What follows belongs to an exercise in optimizing a design on an open flow for small area, a short achievable clock period and few clock cycles per item; a production flow would make more cautious choices.
Power and IR drop assume default switching activity.

==> flow/design.v (excerpt) <==
module bnn_layer0 (
    input  wire        clk,
    input  wire        reset_n,
    input  wire        i_run,
    output wire        o_idle,
    output wire        o_done,
    output wire [6:0]  addr_input,
    output wire        ce_input,
    input  wire [27:0] q_input,
    output wire [1:0]  addr_weight,
    output wire        ce_weight,
    input  wire [26:0] q_weight,
    output wire [6:0]  addr_output,
    output wire        we_output,
    output wire [25:0] d_output
);
Size in the first run: roughly 2,400 cells after synthesis, about 0.036 mm2 of cells after synthesis.
==> module bnn_col, before the edit <==
module bnn_col (
    input  wire        clk,
    input  wire [26:0] d,
    input  wire [26:0] w,
    output wire        o
);
wire [26:0] m = d ^ w;
wire [8:0] s1, c1;                
wire [2:0] as_, ac, bs, bc;       
genvar i;
generate
    for (i = 0; i < 9; i = i + 1) begin : g_l1
        bnn_fa u_fa (.a(m[3*i]), .b(m[3*i+1]), .c(m[3*i+2]), .s(s1[i]), .co(c1[i]));
    end
    for (i = 0; i < 3; i = i + 1) begin : g_l2
        bnn_fa u_fa1 (.a(s1[3*i]), .b(s1[3*i+1]), .c(s1[3*i+2]), .s(as_[i]), .co(ac[i]));
        bnn_fa u_fa2 (.a(c1[3*i]), .b(c1[3*i+1]), .c(c1[3*i+2]), .s(bs[i]), .co(bc[i]));
    end
endgenerate
reg [2:0] r_as, r_ac, r_bs, r_bc;
always @(posedge clk) begin
    r_as <= as_;
    r_ac <= ac;
    r_bs <= bs;
    r_bc <= bc;
end
wire x0 = (r_as[0] & r_as[1]) | (r_as[0] & r_as[2]) | (r_as[1] & r_as[2]);
wire y_s, y_c, z_s, z_c, u_s, u_c;
bnn_fa u_y (.a(r_ac[0]), .b(r_ac[1]), .c(r_ac[2]), .s(y_s), .co(y_c));
bnn_fa u_z (.a(r_bs[0]), .b(r_bs[1]), .c(r_bs[2]), .s(z_s), .co(z_c));
bnn_fa u_u (.a(r_bc[0]), .b(r_bc[1]), .c(r_bc[2]), .s(u_s), .co(u_c));
wire a_ge1 = x0 | y_s | z_s;
wire a_eq3 = x0 & y_s & z_s;
wire b_ge1 = y_c | z_c | u_s;
wire b_ge2 = (y_c & z_c) | (y_c & u_s) | (z_c & u_s);
wire b_eq3 = y_c & z_c & u_s;
wire ge = (u_c & (b_ge2 | (b_ge1 & a_ge1) | a_eq3))
        | (b_eq3 & a_ge1)
        | (b_ge2 & a_eq3);
assign o = ~ge;
endmodule
Settings: LEC_CHECK=0, CAP_MARGIN=20, CORE_MARGIN=2, CORE_UTILIZATION=40, CTS_CLUSTER_DIAMETER=80, CTS_CLUSTER_SIZE=20, PLACE_DENSITY=0.6, SETUP_SLACK_MARGIN=3.6, SLEW_MARGIN=20, SYNTH_HIERARCHICAL=1, SYNTH_MINIMUM_KEEP_SIZE=0; clock period 6.0 ns.
run.sh (not shown) runs the stock make flow with config.mk's settings and CLKGATE_MAP_FILE= SYNTH_SCRIPT=/design/flow/synth_recipe.tcl, a recipe that flattens the netlist after the stock synthesis.
Edit:
--- a/flow/design.v
+++ b/flow/design.v
@@ -175,28 +175,28 @@
     for (i = 0; i < 3; i = i + 1) begin : g_l2
         bnn_fa u_fa1 (.a(s1[3*i]), .b(s1[3*i+1]), .c(s1[3*i+2]), .s(as_[i]), .co(ac[i]));
         bnn_fa u_fa2 (.a(c1[3*i]), .b(c1[3*i+1]), .c(c1[3*i+2]), .s(bs[i]), .co(bc[i]));
     end
 endgenerate
-reg [2:0] r_as, r_ac, r_bs, r_bc;
-always @(posedge clk) begin
-    r_as <= as_;
-    r_ac <= ac;
-    r_bs <= bs;
-    r_bc <= bc;
-end
-wire x0 = (r_as[0] & r_as[1]) | (r_as[0] & r_as[2]) | (r_as[1] & r_as[2]);
+wire x0 = (as_[0] & as_[1]) | (as_[0] & as_[2]) | (as_[1] & as_[2]);
 wire y_s, y_c, z_s, z_c, u_s, u_c;
-bnn_fa u_y (.a(r_ac[0]), .b(r_ac[1]), .c(r_ac[2]), .s(y_s), .co(y_c));
-bnn_fa u_z (.a(r_bs[0]), .b(r_bs[1]), .c(r_bs[2]), .s(z_s), .co(z_c));
-bnn_fa u_u (.a(r_bc[0]), .b(r_bc[1]), .c(r_bc[2]), .s(u_s), .co(u_c));
-wire a_ge1 = x0 | y_s | z_s;
-wire a_eq3 = x0 & y_s & z_s;
-wire b_ge1 = y_c | z_c | u_s;
-wire b_ge2 = (y_c & z_c) | (y_c & u_s) | (z_c & u_s);
-wire b_eq3 = y_c & z_c & u_s;
-wire ge = (u_c & (b_ge2 | (b_ge1 & a_ge1) | a_eq3))
+bnn_fa u_y (.a(ac[0]), .b(ac[1]), .c(ac[2]), .s(y_s), .co(y_c));
+bnn_fa u_z (.a(bs[0]), .b(bs[1]), .c(bs[2]), .s(z_s), .co(z_c));
+bnn_fa u_u (.a(bc[0]), .b(bc[1]), .c(bc[2]), .s(u_s), .co(u_c));
+reg [2:0] ra, rb;                 
+reg       rc;                     
+always @(posedge clk) begin
+    ra <= {x0, y_s, z_s};
+    rb <= {y_c, z_c, u_s};
+    rc <= u_c;
+end
+wire a_ge1 = |ra;
+wire a_eq3 = &ra;
+wire b_ge1 = |rb;
+wire b_ge2 = (rb[0] & rb[1]) | (rb[0] & rb[2]) | (rb[1] & rb[2]);
+wire b_eq3 = &rb;
+wire ge = (rc & (b_ge2 | (b_ge1 & a_ge1) | a_eq3))
         | (b_eq3 & a_ge1)
         | (b_ge2 & a_eq3);
 assign o = ~ge;
 endmodule
 module bnn_fa (
=>
- wire length climbs by about a fifth
- via count falls by a few percent
- non-clock buffer count rose by 120
- worst hold slack got worse by 0.014 ns
- worst setup slack gets worse by 0.065 ns
- count of clock-buffer cells in the layout drops by 11
- global-route usage went up by 5.4 points
- core utilization is higher by 7.2 points
- sequential power shrinks by roughly a tenth
- cell area went up by a few percent
- total power is higher by a few percent
- clock power goes down by about a fifth
No run of this note included a check of the RTL's function; only the layout flow was run.

==> afterwards: timing with drivers on the ports <==
No port has a modelled driver above. Below, the same layouts with a new extraction and two added sets of constraints. Step 1 (the two cells are an assumption about what drives the block):
set clk [get_ports {clk}]
set_driving_cell -lib_cell sky130_fd_sc_hd__clkbuf_16 $clk
set_driving_cell -lib_cell sky130_fd_sc_hd__buf_2 [delete_from_list [all_inputs] $clk]
Step 2 moves the port delays by t, midway between the first and last clock arrival at a register: inputs arrive t later, outputs are due t later. That takes back most of the time a late clock gives input paths. Slacks: ideal / step 1 / step 2; pairs: ideal / step 1.
run	t, ns	setup slack, ns	slew at the worst register clock pin (ns)	cell pins on the clock port's net
the first run	0.678	3.595 / 3.528 / 3.143	0.09 / 0.09	1
the second run	0.665	3.529 / 3.529 / 3.171	0.10 / 0.10	1
After both steps every run listed still meets setup and hold. The setup slack of the first run, which loses most, moves by -0.067 ns with the drivers and by -0.452 ns with both steps.
